What follows belongs to an exercise in optimizing a design on an open flow for small area, a short achievable clock period and few clock cycles per item; a production flow would make more cautious choices. At most, simulation tests tie the RTL to the original design; equivalence was not proved. Power figures rest on the tool's default switching activity, not on a simulated workload.

==> wip/delta: inputs <==
// multicycle_arithmetic
module multicycle_arithmetic(
    input clk, rst, start,
    input [1:0] op,
    input [7:0] a, b,
    output reg done,
    output [15:0] result
);
    reg        busy;
    reg        isdiv;   
    reg [1:0]  cnt;
    reg [7:0]  Bx;      
    reg [16:0] W;
    assign result = W[15:0];
    function [8:0] rca8(input [7:0] x, input [7:0] y, input ci);
        integer i;
        reg c;
        begin
            c = ci;
            for (i = 0; i < 8; i = i + 1) begin
                rca8[i] = x[i] ^ y[i] ^ c;
                c = (x[i] & y[i]) | (x[i] & c) | (y[i] & c);
            end
            rca8[8] = c;
        end
    endfunction
    wire big = b[7] | b[6];
    wire [8:0]  as_sum = {1'b0, a} + {1'b0, b ^ {8{op[0]}}} + {8'b0, op[0]};
    wire [16:0] as_res = {1'b0, {7{op[0] & ~as_sum[8]}}, op[0] ^ as_sum[8], as_sum[7:0]};
    wire last   = (cnt == 2'd0);
    wire bz     = &Bx;              
    wire [7:0] y1 = Bx & {8{isdiv | W[0]}};
    wire [8:0] s1 = rca8(W[15:8], y1, isdiv);
    wire       g1 = W[16] | s1[8];
    wire [7:0] r1 = g1 ? s1[7:0] : W[15:8];
    wire [7:0] x2 = isdiv ? {r1[6:0], W[7]} : s1[8:1];
    wire [7:0] y2 = Bx & {8{isdiv | W[1]}};
    wire [8:0] s2 = rca8(x2, y2, isdiv);
    wire       g2 = r1[7] | s2[8];
    wire [7:0] r2 = g2 ? s2[7:0] : x2;
    wire [16:0] mul_res = {1'b0, s2, s1[0], W[7:2]};
    wire [16:0] div_res = {last ? {9{bz}} : {r2, W[6]}, W[5:0], g1, g2};
    always @(posedge clk or posedge rst) begin
        if (rst) begin
            busy <= 1'b0;
            done <= 1'b0;
        end else begin
            if (busy) begin
                done <= last;
                if (last) busy <= 1'b0;
            end else begin
                done <= start & ~op[1];
                busy <= start & op[1];
            end
        end
    end
    always @(posedge clk) begin
        Bx    <= b ^ {8{op[0]}};
        isdiv <= op[0];
        if (busy) begin
            cnt <= cnt - 2'd1;
            W   <= isdiv ? div_res : mul_res;
        end else begin
            case (op)
                2'd3:    begin W <= big ? {2'b0, a, 7'b0} : {8'b0, a, 1'b0};
                               cnt <= big ? 2'd0 : 2'd3; end
                2'd2:    begin W <= {9'b0, a};   cnt <= 2'd3; end
                default: begin W <= as_res;      cnt <= 2'd3; end
  ...
==> module multicycle_arithmetic, before the edit <==
module multicycle_arithmetic(
    input clk, rst, start,
    input [1:0] op,
    input [7:0] a, b,
    output reg done,
    output [15:0] result
);
    reg        busy;
    reg        isdiv;   
    reg [1:0]  cnt;
    reg [7:0]  Bx;      
    reg [16:0] W;
    assign result = W[15:0];
    function [8:0] rca8(input [7:0] x, input [7:0] y, input ci);
        integer i;
        reg c;
        begin
            c = ci;
            for (i = 0; i < 8; i = i + 1) begin
                rca8[i] = x[i] ^ y[i] ^ c;
                c = (x[i] & y[i]) | (x[i] & c) | (y[i] & c);
            end
            rca8[8] = c;
        end
    endfunction
    wire big = b[7] | b[6];
    wire [8:0]  as_sum = {1'b0, a} + {1'b0, b ^ {8{op[0]}}} + {8'b0, op[0]};
    wire [16:0] as_res = {1'b0, {7{op[0] & ~as_sum[8]}}, op[0] ^ as_sum[8], as_sum[7:0]};
    wire last   = (cnt == 2'd0);
    wire bz     = &Bx;              
    wire [7:0] y1 = Bx & {8{isdiv | W[0]}};
    wire [8:0] s1 = rca8(W[15:8], y1, isdiv);
    wire       g1 = W[16] | s1[8];
    wire [7:0] r1 = g1 ? s1[7:0] : W[15:8];
    wire [7:0] x2 = isdiv ? {r1[6:0], W[7]} : s1[8:1];
    wire [7:0] y2 = Bx & {8{isdiv | W[1]}};
    wire [8:0] s2 = rca8(x2, y2, isdiv);
    wire       g2 = r1[7] | s2[8];
    wire [7:0] r2 = g2 ? s2[7:0] : x2;
    wire [16:0] mul_res = {1'b0, s2, s1[0], W[7:2]};
    wire [16:0] div_res = {last ? {9{bz}} : {r2, W[6]}, W[5:0], g1, g2};
    always @(posedge clk or posedge rst) begin
        if (rst) begin
            busy <= 1'b0;
            done <= 1'b0;
        end else begin
            if (busy) begin
                done <= last;
                if (last) busy <= 1'b0;
            end else begin
                done <= start & ~op[1];
                busy <= start & op[1];
            end
        end
    end
    always @(posedge clk) begin
        Bx    <= b ^ {8{op[0]}};
        isdiv <= op[0];
        if (busy) begin
            cnt <= cnt - 2'd1;
            W   <= isdiv ? div_res : mul_res;
        end else begin
            case (op)
                2'd3:    begin W <= big ? {2'b0, a, 7'b0} : {8'b0, a, 1'b0};
                               cnt <= big ? 2'd0 : 2'd3; end
                2'd2:    begin W <= {9'b0, a};   cnt <= 2'd3; end
                default: begin W <= as_res;      cnt <= 2'd3; end
            endcase
        end
    end
endmodule
==> flow/config.mk <==
export PLATFORM = sky130hd
export DESIGN_NAME = multicycle_arithmetic
export DESIGN_NICKNAME = multicycle_arithmetic
export VERILOG_FILES = /design/flow/design.v
export SDC_FILE = /design/flow/constraint.sdc
export NUM_CORES = 4
export LEC_CHECK = 0
export CAP_MARGIN = 20
export CORE_MARGIN = 2
export CORE_UTILIZATION = 65
export SLEW_MARGIN = 20
==> flow/constraint.sdc <==
create_clock -name core_clock -period 35.0 [get_ports {clk}]
set_input_delay 7.0000 -clock core_clock [delete_from_list [all_inputs] [get_ports {clk}]]
set_output_delay 7.0000 -clock core_clock [all_outputs]
set_load 0.01 [all_outputs]
standard.sh (not shown) runs the stock make flow with config.mk's settings and CLKGATE_MAP_FILE= SYNTH_SCRIPT=/design/flow/synth_recipe.tcl, a recipe that flattens the netlist after the stock synthesis.
==> flow/flow/run.sh <==
#!/bin/bash
# The standard ORFS layout (standard.sh) with three changes:
#  - synthesis maps the logic with an area-oriented ABC script
#    (flow/abc_area.script, via flow/synth.tcl);
#  - port buffers are the smallest plain buffer (buf_1) instead of a
#    delay cell;
#  - timing repair keeps 26.3 ns of setup slack, i.e. aims at a 8.7 ns
#    period instead of stopping at the 35 ns clock.
# make's output goes to standard.log; ORFS keeps each step's log in orfs/logs.
set -euo pipefail
export FLOW_WORK=$PWD
export MY_ABC_SCRIPT=$PWD/flow/abc_area.script
export BUFFER_PORTS_ARGS="-buffer_cell sky130_fd_sc_hd__buf_1"
export SETUP_SLACK_MARGIN=26.3
sed "s#SYNTH_SCRIPT=[^ ]*#SYNTH_SCRIPT=$PWD/flow/synth.tcl#" standard.sh > flow_standard.sh
grep -q "SYNTH_SCRIPT=$PWD/flow/synth.tcl" flow_standard.sh
bash flow_standard.sh > standard.log 2>&1
==> flow/flow/abc_area.script <==
&get -n
&st

&dch -f
&nf -R 1000 -F 8 -A 4
&put
mfs2
&get -n
&st
&dch -f
&nf -R 1000 -F 8 -A 4
&put
topo
stime -c
buffer -c
upsize -c
dnsize -c
==> flow/flow/synth.tcl <==
# The standard synthesis (synth_recipe.tcl, which sources ORFS's
# synth.tcl), except that the final ABC technology mapping of the
# combinational logic uses flow/abc_area.script. Registers are mapped
# before ABC runs, so they are the standard synthesis's.
proc abc {args} {
  set i [lsearch -exact $args -script]
  if {$i >= 0} { lset args [expr {$i + 1}] $::env(MY_ABC_SCRIPT) }
  yosys abc {*}$args
}
source $::env(FLOW_WORK)/synth_recipe.tcl
==> wip/yarrow (differences from wip/delta) <==
==> flow/design.v (replaced) <==
module multicycle_arithmetic(
    input clk, rst, start,
    input [1:0] op,
    input [7:0] a, b,
    output reg done,
    output [15:0] result
);
    reg        busy;
    reg [1:0]  opr;
    reg [1:0]  cnt;
    reg [7:0]  B;
    reg [15:0] W;
    assign result = W;
    wire [1:0] j = (b[7] | b[6]) ? 2'd3 :
                   (b[5] | b[4]) ? 2'd2 :
                   (b[3] | b[2]) ? 2'd1 : 2'd0;
    reg [15:0] a_sh;
    always @* begin
        case (j)
            2'd0: a_sh = {8'b0, a};
            2'd1: a_sh = {6'b0, a, 2'b0};
            2'd2: a_sh = {4'b0, a, 4'b0};
            default: a_sh = {2'b0, a, 6'b0};
        endcase
    end
        wire last   = (cnt == 2'd0);
    wire bz     = (B == 8'd0);
    wire [8:0] as_sum = {1'b0, a} + {1'b0, b ^ {8{op[0]}}} + {8'b0, op[0]};
    wire [15:0] as_res = {{7{op[0] & ~as_sum[8]}}, op[0] ^ as_sum[8], as_sum[7:0]};
    wire [8:0] m1 = {1'b0, W[15:8]} + {1'b0, W[0] ? B : 8'd0};
    wire [8:0] m2 = {1'b0, m1[8:1]} + {1'b0, W[1] ? B : 8'd0};
    wire [15:0] mul_res = {m2, m1[0], W[7:2]};
    wire [8:0] x1 = {W[15:8], W[7]};
    wire [9:0] t1 = {1'b0, x1} - {2'b0, B};
    wire       g1 = ~t1[9];
    wire [7:0] r1 = g1 ? t1[7:0] : x1[7:0];
    wire [8:0] x2 = {r1, W[6]};
    wire [9:0] t2 = {1'b0, x2} - {2'b0, B};
    wire       g2 = ~t2[9];
    wire [7:0] r2 = g2 ? t2[7:0] : x2[7:0];
    wire [15:0] div_res = {last ? {8{bz}} : r2, W[5:0], g1, g2};
    always @(posedge clk or posedge rst) begin
        if (rst) begin
            busy <= 1'b0;
            done <= 1'b0;
        end else begin
            done <= busy ? last : (start & ~op[1]);
            if (busy) begin
                if (last) busy <= 1'b0;
            end else if (start & op[1]) begin
                busy <= 1'b1;
            end
        end
    end
    always @(posedge clk) begin
        if (busy) begin
            cnt <= cnt - 2'd1;
            W <= opr[0] ? div_res : mul_res;
        end else begin
            B   <= b;
            opr <= op;
            if (op == 2'd3) begin
                W   <= a_sh;
                cnt <= 2'd3 - j;
            end else if (op == 2'd2) begin
                W   <= {8'b0, a};
                cnt <= 2'd3;
            end else begin
                W   <= as_res;
                cnt <= 2'd0;
            end
        end
    end
endmodule
==> flow/run.sh (new file) <==
#!/bin/bash
# synth_recipe.tcl (not shown) runs the flow's synth.tcl, then flattens the netlist and writes it again
# the make line also repeats each setting of config.mk as NAME=value (left out here)
make -C /OpenROAD-flow-scripts/flow DESIGN_CONFIG=/design/flow/config.mk WORK_HOME=/design/flow/orfs CLKGATE_MAP_FILE= SYNTH_SCRIPT=/design/flow/synth_recipe.tcl finish
CORE_UTILIZATION = 40   (was 65)
removed: flow/flow/run.sh
removed: flow/flow/abc_area.script
removed: flow/flow/synth.tcl
removed: flow/standard.sh
==> summary.txt <==
status timing/DRC/antenna clean; Final #Nets 373; clock latency (worst-skew pair) roughly 0.28 ns; sequential share of cell area 0.215; sequential fraction of the synthesis area 0.253; met1 global-route usage 0.405; worst endpoint required time between 30 and 40 ns; die width between 60 and 70 µm; M3 GR Usage 0.0747
The numbers above come from wip/delta.

==> summary.txt <==
sequential share of cell area 0.175; die width ~96 µm; met1 global-route usage 0.286; M3 GR Usage 0.0206; sequential fraction of the synthesis area 0.203; worst endpoint required time about 35 ns; clock latency (worst-skew pair) slightly below 0.3 ns; Final #Nets about 500; status timing/DRC/antenna clean
The numbers above come from wip/yarrow.

No functional check of the RTL was part of any run of this note.

========
==> inputs of exp/umber <==
Another version of the RTL of multicycle_arithmetic (not shown whole).
==> flow/config.mk <==
export PLATFORM = sky130hd
export DESIGN_NAME = multicycle_arithmetic
export DESIGN_NICKNAME = multicycle_arithmetic
export VERILOG_FILES = /design/flow/design.v
export SDC_FILE = /design/flow/constraint.sdc
export NUM_CORES = 4
export LEC_CHECK = 0
export CAP_MARGIN = 20
export CORE_MARGIN = 2
export CORE_UTILIZATION = 65
export SLEW_MARGIN = 20
==> flow/constraint.sdc <==
create_clock -name core_clock -period 35.0 [get_ports {clk}]
set_input_delay 7.0000 -clock core_clock [delete_from_list [all_inputs] [get_ports {clk}]]
set_output_delay 7.0000 -clock core_clock [all_outputs]
set_load 0.01 [all_outputs]
==> flow/flow/run.sh <==
#!/bin/bash
# The standard ORFS layout (standard.sh) with three changes:
#  - synthesis maps the logic with an area-oriented ABC script
#    (flow/abc_area.script, via flow/synth.tcl);
#  - port buffers are the smallest plain buffer (buf_1) instead of a
#    delay cell;
#  - timing repair keeps 27 ns of setup slack, i.e. aims at an 8 ns
#    period instead of stopping at the 35 ns clock.
# make's output goes to standard.log; ORFS keeps each step's log in orfs/logs.
set -euo pipefail
export FLOW_WORK=$PWD
export MY_ABC_SCRIPT=$PWD/flow/abc_area.script
export BUFFER_PORTS_ARGS="-buffer_cell sky130_fd_sc_hd__buf_1"
export SETUP_SLACK_MARGIN=27
sed "s#SYNTH_SCRIPT=[^ ]*#SYNTH_SCRIPT=$PWD/flow/synth.tcl#" standard.sh > flow_standard.sh
grep -q "SYNTH_SCRIPT=$PWD/flow/synth.tcl" flow_standard.sh
bash flow_standard.sh > standard.log 2>&1
==> flow/flow/abc_area.script <==
&get -n
&st
&deepsyn -T 30
&nf -R 1000 -F 8 -A 4
&put
mfs2
&get -n
&st
&dch -f
&nf -R 1000 -F 8 -A 4
&put
topo
stime -c
buffer -c
upsize -c
dnsize -c
==> flow/flow/synth.tcl <==
# The standard synthesis (synth_recipe.tcl, which sources ORFS's
# synth.tcl), except that the final ABC technology mapping of the
# combinational logic uses flow/abc_area.script. Registers are mapped
# before ABC runs, so they are the standard synthesis's.
proc abc {args} {
  set i [lsearch -exact $args -script]
  if {$i >= 0} { lset args [expr {$i + 1}] $::env(MY_ABC_SCRIPT) }
  yosys abc {*}$args
}
source $::env(FLOW_WORK)/synth_recipe.tcl
==> exp/quartz (differences from exp/umber) <==
--- a/flow/flow/abc_area.script
+++ b/flow/flow/abc_area.script
@@ -2,3 +2,4 @@
 &st
-&deepsyn -T 30
+
+&dch -f
 &nf -R 1000 -F 8 -A 4
CAP_MARGIN = 0   (was 20)
SLEW_MARGIN = 0   (was 20)
==> notes <==
- Of exp/quartz and exp/umber, exp/umber has the higher worst hold slack (gap 0.018 ns).
- Of exp/umber and exp/quartz, exp/quartz has the higher power (gap 0.21%, measured against exp/quartz).
- Maximum frequency is about the same in exp/umber and exp/quartz.
- Final cell count: exp/quartz is larger than exp/umber (3.8%).
- Of exp/umber and exp/quartz, exp/quartz has the higher clock-buffer cell count (gap 2).
==> figures <==
|  | exp/quartz | exp/umber |
|---|---|---|
| Run status | timing/DRC/antenna clean | timing/DRC/antenna clean |
| Fraction of standard cell area in multi-input logic | 57.3% | 55.9% |
| Post-place instance area | 0.00219 mm² | 0.00215 mm² |
| Combinational power | 0.000188 W | 0.000180 W |
| Total nets after synthesis | 305 | 289 |
| R2R setup slack | 27.35 ns | 27.27 ns |
| Clock Power Share | 7.4% | 10.7% |
| Routed via count divided by cell count | 6.19 | 6.23 |
| Power share of the combinational group | 68.7% | 66.1% |
| Area fraction in and, or, nand and nor cells after synthesis | 15.2% | 17.4% |
| Most frequent standard cell in the layout excluding fill and tap cells | sky130_fd_sc_hd__nand2_1 | sky130_fd_sc_hd__buf_1 |
| Post-CTS Setup Bufs | 0 | 1 |
Testbench counts of exp/umber, summed over its fixed seeds: cycles 9,343, items 3,200.
Testbench counts of exp/quartz, summed over its fixed seeds: cycles 9,343, items 3,200.

========
==> inputs of run a <==
multicycle_arithmetic again, from the RTL that the note above started with.
export LEC_CHECK = 0
export CAP_MARGIN = 20
export CORE_MARGIN = 2
export CORE_UTILIZATION = 65
export SLEW_MARGIN = 20
create_clock -name core_clock -period 35.0 [get_ports {clk}]
==> flow/flow/run.sh <==
#!/bin/bash
# Standard ORFS layout, with the port buffers made from the smallest
# plain buffer, and timing repair asked to leave 27 ns of setup slack.
set -euo pipefail
export BUFFER_PORTS_ARGS="-buffer_cell sky130_fd_sc_hd__buf_1"
export SETUP_SLACK_MARGIN=27
bash standard.sh > standard.log 2>&1
==> inputs of run b, as changes to run a <==
==> flow/flow/run.sh (replaced) <==
#!/bin/bash
# The standard ORFS layout (standard.sh) with three changes:
#  - synthesis maps the logic with an area-oriented ABC script
#    (flow/abc_area.script, via flow/synth.tcl);
#  - port buffers are the smallest plain buffer (buf_1) instead of a
#    delay cell;
#  - timing repair keeps 27.2 ns of setup slack, i.e. aims at an 8 ns
#    period instead of stopping at the 35 ns clock.
# make's output goes to standard.log; ORFS keeps each step's log in orfs/logs.
set -euo pipefail
export FLOW_WORK=$PWD
export MY_ABC_SCRIPT=$PWD/flow/abc_area.script
export BUFFER_PORTS_ARGS="-buffer_cell sky130_fd_sc_hd__buf_1"
export SETUP_SLACK_MARGIN=27.2
sed "s#SYNTH_SCRIPT=[^ ]*#SYNTH_SCRIPT=$PWD/flow/synth.tcl#" standard.sh > flow_standard.sh
grep -q "SYNTH_SCRIPT=$PWD/flow/synth.tcl" flow_standard.sh
bash flow_standard.sh > standard.log 2>&1
==> flow/flow/abc_area.script (new file) <==
&get -n
&st

&dch -f
&nf -R 1000 -F 8 -A 4
&put
mfs2
&get -n
&st
&dch -f
&nf -R 1000 -F 8 -A 4
&put
topo
stime -c
buffer -c
upsize -c
dnsize -c
==> flow/flow/synth.tcl (new file) <==
# The standard synthesis (synth_recipe.tcl, which sources ORFS's
# synth.tcl), except that the final ABC technology mapping of the
# combinational logic uses flow/abc_area.script. Registers are mapped
# before ABC runs, so they are the standard synthesis's.
proc abc {args} {
  set i [lsearch -exact $args -script]
  if {$i >= 0} { lset args [expr {$i + 1}] $::env(MY_ABC_SCRIPT) }
  yosys abc {*}$args
}
source $::env(FLOW_WORK)/synth_recipe.tcl
==> inputs of run c, as changes to run a <==
==> flow/flow/run.sh (replaced) <==
#!/bin/bash
# Standard ORFS layout, with the port buffers made from the smallest
# plain buffer instead of the delay cell buffer_ports picks by default.
set -euo pipefail
export BUFFER_PORTS_ARGS="-buffer_cell sky130_fd_sc_hd__buf_1"
bash standard.sh > standard.log 2>&1
Settings changed: CORE_UTILIZATION 65 to 40.
==> inputs of run d, as changes to run a <==
==> flow/flow/run.sh (replaced) <==
#!/bin/bash
# The standard ORFS layout (standard.sh) with three changes:
#  - synthesis maps the logic with an area-oriented ABC script
#    (flow/abc_area.script, via flow/synth.tcl);
#  - port buffers are the smallest plain buffer (buf_1) instead of a
#    delay cell;
#  - timing repair keeps 27 ns of setup slack, i.e. aims at an 8 ns
#    period instead of stopping at the 35 ns clock.
# make's output goes to standard.log; ORFS keeps each step's log in orfs/logs.
set -euo pipefail
export FLOW_WORK=$PWD
export MY_ABC_SCRIPT=$PWD/flow/abc_area.script
export BUFFER_PORTS_ARGS="-buffer_cell sky130_fd_sc_hd__buf_1"
export SETUP_SLACK_MARGIN=27
sed "s#SYNTH_SCRIPT=[^ ]*#SYNTH_SCRIPT=$PWD/flow/synth.tcl#" standard.sh > flow_standard.sh
grep -q "SYNTH_SCRIPT=$PWD/flow/synth.tcl" flow_standard.sh
bash flow_standard.sh > standard.log 2>&1
==> flow/flow/abc_area.script (new file) <==
&get -n
&st
&dch -f
&nf -R 1000
&put
mfs2
&get -n
&st
&dch -f
&nf -R 1000
&put
topo
stime -c
buffer -c
upsize -c
dnsize -c
==> flow/flow/synth.tcl (new file) <==
# The standard synthesis (synth_recipe.tcl, which sources ORFS's
# synth.tcl), except that the final ABC technology mapping of the
# combinational logic uses flow/abc_area.script. Registers are mapped
# before ABC runs, so they are the standard synthesis's.
proc abc {args} {
  set i [lsearch -exact $args -script]
  if {$i >= 0} { lset args [expr {$i + 1}] $::env(MY_ABC_SCRIPT) }
  yosys abc {*}$args
}
source $::env(FLOW_WORK)/synth_recipe.tcl
==> insert_results.sql <==
INSERT INTO impl_metrics (metric_group, metric, value, unit) VALUES
('cells_and_area', 'layout_commonest_cell', 'sky130_fd_sc_hd__nand2_1', ''),
('critical_path', 'path_cells', 'clkbuf_2', ''),
('status', 'run_status', 'timing/DRC/antenna clean', ''),
('drt', 'routed-via-count', '2259', ''),
('critical_path', 'worstPathMaxFanout', '1', ''),
('synthesis', 'synthCells', '266', ''),
('synthesis', 'synth.cell_area', '0.002170', 'mm²'),
('clock_tree', 'cts.root.buffer_cell', 'sky130_fd_sc_hd__clkbuf_4', ''),
('cells_and_area', 'n_all_buffers', '61', '');
[end of results for run b]
==> insert_results.sql <==
INSERT INTO impl_metrics (metric_group, metric, value, unit) VALUES
('status', 'run_status', 'timing/DRC/antenna clean', ''),
('critical_path', 'path_cells', 'buf_1', ''),
('synthesis', 'synth.cell_area', '0.002323', 'mm²'),
('critical_path', 'worstPathMaxFanout', '4', ''),
('sta', 'fin_hold_ws', '0.4377', 'ns'),
('place', 'place_congestion', '0.9644', ''),
('drt', 'routed-via-count', '2072', ''),
('synthesis', 'synthCells', '272', ''),
('clock_tree', 'cts.root.buffer_cell', 'sky130_fd_sc_hd__clkbuf_4', '');
[end of results for run a]
==> insert_results.sql <==
INSERT INTO impl_metrics (metric_group, metric, value, unit) VALUES
('status', 'run_status', 'timing/DRC/antenna clean', ''),
('cells_and_area', 'n_all_buffers', '38', ''),
('synthesis', 'synthCells', '272', ''),
('cells_and_area', 'layout_commonest_cell', 'sky130_fd_sc_hd__buf_1', '');
[end of results for run c]
==> insert_results.sql <==
INSERT INTO impl_metrics (metric_group, metric, value, unit) VALUES
('critical_path', 'worstPathMaxFanout', '7', ''),
('cells_and_area', 'layout_commonest_cell', 'sky130_fd_sc_hd__buf_1', ''),
('critical_path', 'path_cells', 'buf_1', ''),
('synthesis', 'synthCells', '264', ''),
('clock_tree', 'cts.root.buffer_cell', 'sky130_fd_sc_hd__clkbuf_4', ''),
('drt', 'routed-via-count', '2043', ''),
('cells_and_area', 'n_all_buffers', '38', ''),
('status', 'run_status', 'timing/DRC/antenna clean', ''),
('synthesis', 'synth.cell_area', '0.002223', 'mm²');
[end of results for run d]
Testbench counts of run a, summed over its fixed seeds: cycles 9,343, items 3,200.
Testbench counts of run b, summed over its fixed seeds: cycles 9,343, items 3,200.
Testbench counts of run c, summed over its fixed seeds: cycles 9,343, items 3,200.
Testbench counts of run d, summed over its fixed seeds: cycles 9,343, items 3,200.

-- afterwards: timing with drivers on the ports --
The flow's constraints put no driver on any port. The routed layouts listed below were extracted and timed again, unchanged, in two steps. Step 1 (the two cells are an assumption about what drives the block):
set clk [get_ports {clk}]
set_driving_cell -lib_cell sky130_fd_sc_hd__clkbuf_16 $clk
set_driving_cell -lib_cell sky130_fd_sc_hd__buf_2 [delete_from_list [all_inputs] $clk]
Step 2 also shifts input and output timing later by t, the mid clock arrival at the registers, as if the neighbouring blocks saw the same clock. Slacks: ideal ports / drivers / drivers and shift; pairs: ideal ports / drivers.
| run | t (ns) | slack for setup (ns) | hold WS [ns] | worst setup path after step 2 | worst register clock-pin slew, ns |
|---|---|---|---|---|---|
| wip/delta | 0.307 | 26.220 / 26.201 / 25.894 | 0.437 / 0.437 / 0.437 | input to register | 0.07 / 0.07 |
| wip/yarrow | 0.310 | 24.741 / 24.744 / 24.433 | 0.473 / 0.473 / 0.473 | input to register | 0.06 / 0.06 |
| exp/umber | 0.369 | 27.044 / 27.021 / 26.764 | 0.449 / 0.449 / 0.449 | input to register | 0.12 / 0.12 |
| exp/quartz | 0.357 | 27.044 / 27.021 / 26.713 | 0.431 / 0.431 / 0.431 | input to register | 0.10 / 0.10 |
| run a | 0.354 | 27.026 / 27.004 / 26.791 | 0.438 / 0.438 / 0.438 | input to register | 0.10 / 0.10 |
| run b | 0.349 | 27.165 / 27.141 / 26.867 | 0.458 / 0.458 / 0.458 | input to register | 0.10 / 0.10 |
| run c | 0.318 | 26.348 / 26.348 / 26.058 | 0.446 / 0.446 / 0.446 | input to register | 0.07 / 0.07 |
| run d | 0.359 | 27.049 / 27.029 / 26.760 | 0.446 / 0.446 / 0.446 | input to register | 0.11 / 0.11 |
After both steps setup and hold are still met in every run listed. For exp/quartz, which loses most, drivers alone change the setup slack by -0.023 ns; drivers and shift together by -0.331 ns.
